From an optimization exercise on the open Yosys and OpenROAD flow, aimed at small area; shortcuts taken in it are not production practice. The RTL was checked by simulation tests, not by an equivalence proof against the original design. Power is estimated from default activity; no workload was simulated.

## build 15
==> flow/design.v (excerpt) <==
module main(clk, vs_vga, hs_vga, RED, GREEN, BLUE, SWITCH, BUTTON);
Size in the first run: roughly 1500 cells after synthesis, roughly 130 flip-flops, about 19 I/O pins, roughly 11000 sq um of cells after synthesis.
export LEC_CHECK = 0
export ABC_AREA = 1
export CAP_MARGIN = 20
export CORE_MARGIN = 2
export CORE_UTILIZATION = 40
export CTS_BUF_LIST = sky130_fd_sc_hd__clkbuf_4 sky130_fd_sc_hd__clkbuf_8
export CTS_CLUSTER_DIAMETER = 60
export CTS_CLUSTER_SIZE = 12
export SLEW_MARGIN = 20
create_clock -name core_clock -period 20.0 [get_ports {clk}]
run.sh (not shown) runs the stock make flow with config.mk's settings and CLKGATE_MAP_FILE= SYNTH_SCRIPT=/design/flow/synth_recipe.tcl, a recipe that flattens the netlist after the stock synthesis.
--- input diff build 15..build 98 ---
Settings: changing CTS_CLUSTER_DIAMETER from 60 to 100; changing CTS_CLUSTER_SIZE from 12 to 30.
--- outcome ---
Build 98: all stages complete, timing, DRC and antenna checks passed
Inverter count delta (build 98 -> build 15): insignificant
From build 98 to build 15, switching part of the total power did not move at all.
Reported for build 98 and build 15, final cell count turned out identical to the last digit.
As far as worst hold slack goes, build 98 and build 15 are indistinguishable; the numbers are identical.
As far as number of setup buffers added after CTS goes, build 15 and build 98 are indistinguishable; the numbers are identical.

* * *

== JK ==
Starting RTL as in the previous note.
==> flow/design.v (excerpt) <==
module main(clk, vs_vga, hs_vga, RED, GREEN, BLUE, SWITCH, BUTTON);
	input [3:0] SWITCH;
	input [3:0] BUTTON;
	input clk;
	output [2:0] RED;
	output [2:0] GREEN;
	output [1:0] BLUE;
	output vs_vga;
	output hs_vga;
	wire reset = SWITCH[3];
	reg [9:0] xc;
	reg [9:0] yc;
	reg hs, vs, rst_d;
	wire xc_wrap = (xc == 10'd799);
	wire xc_687 = (xc == 10'd687);
	wire [9:0] xc_inc = inc10(xc);
	wire [9:0] yc_inc = (yc == 10'd524) ? 10'd0 : inc10(yc);
	wire [9:0] yc_next = xc_687 ? yc_inc : yc;
	always @(posedge clk) begin
		rst_d <= reset;
		if (reset) begin
			xc <= 10'd687;
			yc <= 10'd512;
		end else begin
			xc <= xc_wrap ? 10'd0 : xc_inc;
			yc <= yc_next;
		end
		hs <= ~reset && GE(xc, 687) && LE(xc, 782);
		vs <= ~reset && (yc_next == 10'd513 || yc_next == 10'd514);
	end
	assign hs_vga = hs;
	assign vs_vga = vs;
	wire x_in = GE(xc, 1) && LE(xc, 640);
	wire y_lt480 = LT(yc, 480);
	wire y_in = y_lt480 || (xc == 10'd688 && yc == 10'd480);
	wire [9:0] CurrentX = x_in ? xc : 10'd0;
	wire [8:0] CurrentY = y_in ? yc[8:0] : 9'd0;
	wire blank_next = ~rst_d && (GE(xc, 640) || ~y_lt480);
	reg [9:0] counter;
	wire tick = (counter == 10'd132);
	wire cnt_fb = counter[9] ^ counter[6] ^ (counter[8:0] == 9'd0);
	always @(posedge clk)
		if (reset) counter <= 10'd0;
		else counter <= {counter[8:0], cnt_fb};
	reg [9:0] playerPosX;
	reg [8:0] playerPosY;
	reg [2:0] pcClass;       
	reg [3:0] mapX;
	reg [3:0] mapY;
	reg [1:0] dragState;
	reg [9:0] ngX;           
	reg [8:0] ngY;
	reg itemGet;
	reg [9:0] nsX;           
	reg [8:0] nsY;
	reg collision;
	function [7:0] pc_decode; input [2:0] c; input [9:0] sx; input [8:0] sy;
		case (c)
			3'd0: pc_decode = 8'b11111100;
			3'd1: pc_decode = 8'b10000111;
			3'd2: pc_decode = 8'b00000000;
  ...
Settings: LEC_CHECK=0, ABC_AREA=1, CAP_MARGIN=20, CORE_MARGIN=2, CORE_UTILIZATION=40, CTS_BUF_LIST=sky130_fd_sc_hd__clkbuf_4 sky130_fd_sc_hd__clkbuf_8, CTS_CLUSTER_DIAMETER=100, CTS_CLUSTER_SIZE=30, SLEW_MARGIN=20; clock period 20.0 ns.
standard.sh (not shown) runs the stock make flow with config.mk's settings and CLKGATE_MAP_FILE= SYNTH_SCRIPT=/design/flow/synth_recipe.tcl, a recipe that flattens the netlist after the stock synthesis.
==> flow/flow/run.sh <==
#!/bin/bash
# Layout flow: the standard synthesis, then the combinational logic
# between the standard synthesis's cells that are kept as they are (its
# registers with their names, its adder cells and tie cells) is optimised
# again with ABC (&deepsyn), then the standard layout from floorplan on,
# with a clock tree built without dummy loads.
# Each tool writes its full output to a log file in this folder.
set -e
LIB=$FLOW_HOME/platforms/$FLOW_PLATFORM/lib/sky130_fd_sc_hd__tt_025C_1v80.lib
YOSYS=$(command -v yosys || echo $FLOW_HOME/../tools/install/yosys/bin/yosys)
R=orfs/results/$FLOW_PLATFORM/main/base

bash standard.sh synth > run_synth.log 2>&1

cp $R/1_2_yosys.v reopt_in.v
python3 flow/cells2expr.py reopt_in.v reopt_conv.v $LIB > reopt_conv.log 2>&1
DONT_USE=$(grep -o 'cell *( *"\?sky130_fd_sc_hd__\(lpflow\|probe\)[a-z0-9_]*' $LIB | sed 's/.*(\s*"\?//' | sort -u | sed 's/^/-dont_use /' | tr '\n' ' ')
$YOSYS -l reopt_yosys.log -p "read_liberty -lib $LIB; read_verilog reopt_conv.v; hierarchy -top $FLOW_TOP; techmap; opt -fast; abc -script flow/deep.script -liberty $LIB $DONT_USE; opt_clean -purge; splitnets; opt_clean -purge; hilomap -singleton -hicell sky130_fd_sc_hd__conb_1 HI -locell sky130_fd_sc_hd__conb_1 LO; insbuf -buf sky130_fd_sc_hd__buf_4 A X; check -assert -mapped; tee -o reopt_stat.txt stat -liberty $LIB; write_verilog -noattr -nohex -nodec reopt_out.v" > /dev/null
cp reopt_out.v $R/1_2_yosys.v

# Clock tree: the standard flow's settings from config.mk, without dummy loads.
export CTS_ARGS="-sink_clustering_enable -repair_clock_nets -sink_clustering_size 30 -sink_clustering_max_diameter 100 -buf_list {sky130_fd_sc_hd__clkbuf_4 sky130_fd_sc_hd__clkbuf_8} -dont_use_dummy_load"
bash standard.sh finish > run_finish.log 2>&1
==> flow/flow/deep.script <==
&get -n
&st
&deepsyn -T 1000
&nf
&put
mfs2
&get -n
&st
&dch
&nf
&put
Other scripts of this flow, unchanged in this note and not shown: flow/flow/cells2expr.py
The following lists how MS was set up differently from JK:
diff --git a/flow/flow/run.sh b/flow/flow/run.sh
--- a/flow/flow/run.sh
+++ b/flow/flow/run.sh
@@ -3,6 +3,5 @@
 # between the standard synthesis's cells that are kept as they are (its
 # registers with their names, its adder cells and tie cells) is optimised
-# again with ABC (&deepsyn), then the standard layout from floorplan on,
-# with a clock tree built without dummy loads.
+# again with ABC (&deepsyn), then the standard layout from floorplan on.
 # Each tool writes its full output to a log file in this folder.
 set -e
@@ -19,5 +18,3 @@
 cp reopt_out.v $R/1_2_yosys.v
 
-# Clock tree: the standard flow's settings from config.mk, without dummy loads.
-export CTS_ARGS="-sink_clustering_enable -repair_clock_nets -sink_clustering_size 30 -sink_clustering_max_diameter 100 -buf_list {sky130_fd_sc_hd__clkbuf_4 sky130_fd_sc_hd__clkbuf_8} -dont_use_dummy_load"
 bash standard.sh finish > run_finish.log 2>&1
==> flow/flow/deep.script <==
&get -n
&st
&deepsyn -T 240
&nf
&put
mfs2
&get -n
&st
&dch
&nf
&put
Results
- For the number of filler cells placed in the layout, MS came in 46 lower than JK did.
- Per the comparison of MS with JK, count of buffers not belonging to the clock network in the layout -17%, met3 usage -0.62 points, final setup slack of the worst path +0.039 ns, total power consumption of the routed design +about 14%.
- Amount of wire on met2 after detailed routing in MS is 10% lower than in JK
- MS vs. JK: fraction of standard cell area in multi-input logic went down by 0.56 points.
- MS has cell count after synthesis above what JK had.

-- re-timing with driven ports --
Ports are ideal in the flow. The routed layouts listed here were re-timed in OpenROAD. Step 1 sets driving cells, clkbuf_16 on the clock port and buf_2 on the other inputs (assumed; they add their load-dependent delay and slew). Step 2, shift: input delay + t, output delay - t, t = (earliest + latest rising clock arrival at the registers) / 2. This alone moves slack from input paths to output paths. Three values: ideal ports, drivers, drivers and shift; two values: the first two.
run | t (ns) | slack for setup (ns) | slew at the worst register clock pin (ns) | worst data-port slew with drivers (ns)
build 15 | 0.506 | 10.826 / 10.826 / 10.826 | 0.10 / 0.10 | 0.03
build 98 | 0.506 | 10.826 / 10.826 / 10.826 | 0.10 / 0.10 | 0.03
JK | 0.486 | 10.599 / 10.599 / 10.599 | 0.09 / 0.09 | 0.03
MS | 0.490 | 10.637 / 10.637 / 10.637 | 0.10 / 0.10 | 0.03
After both steps every run listed still meets setup and hold.
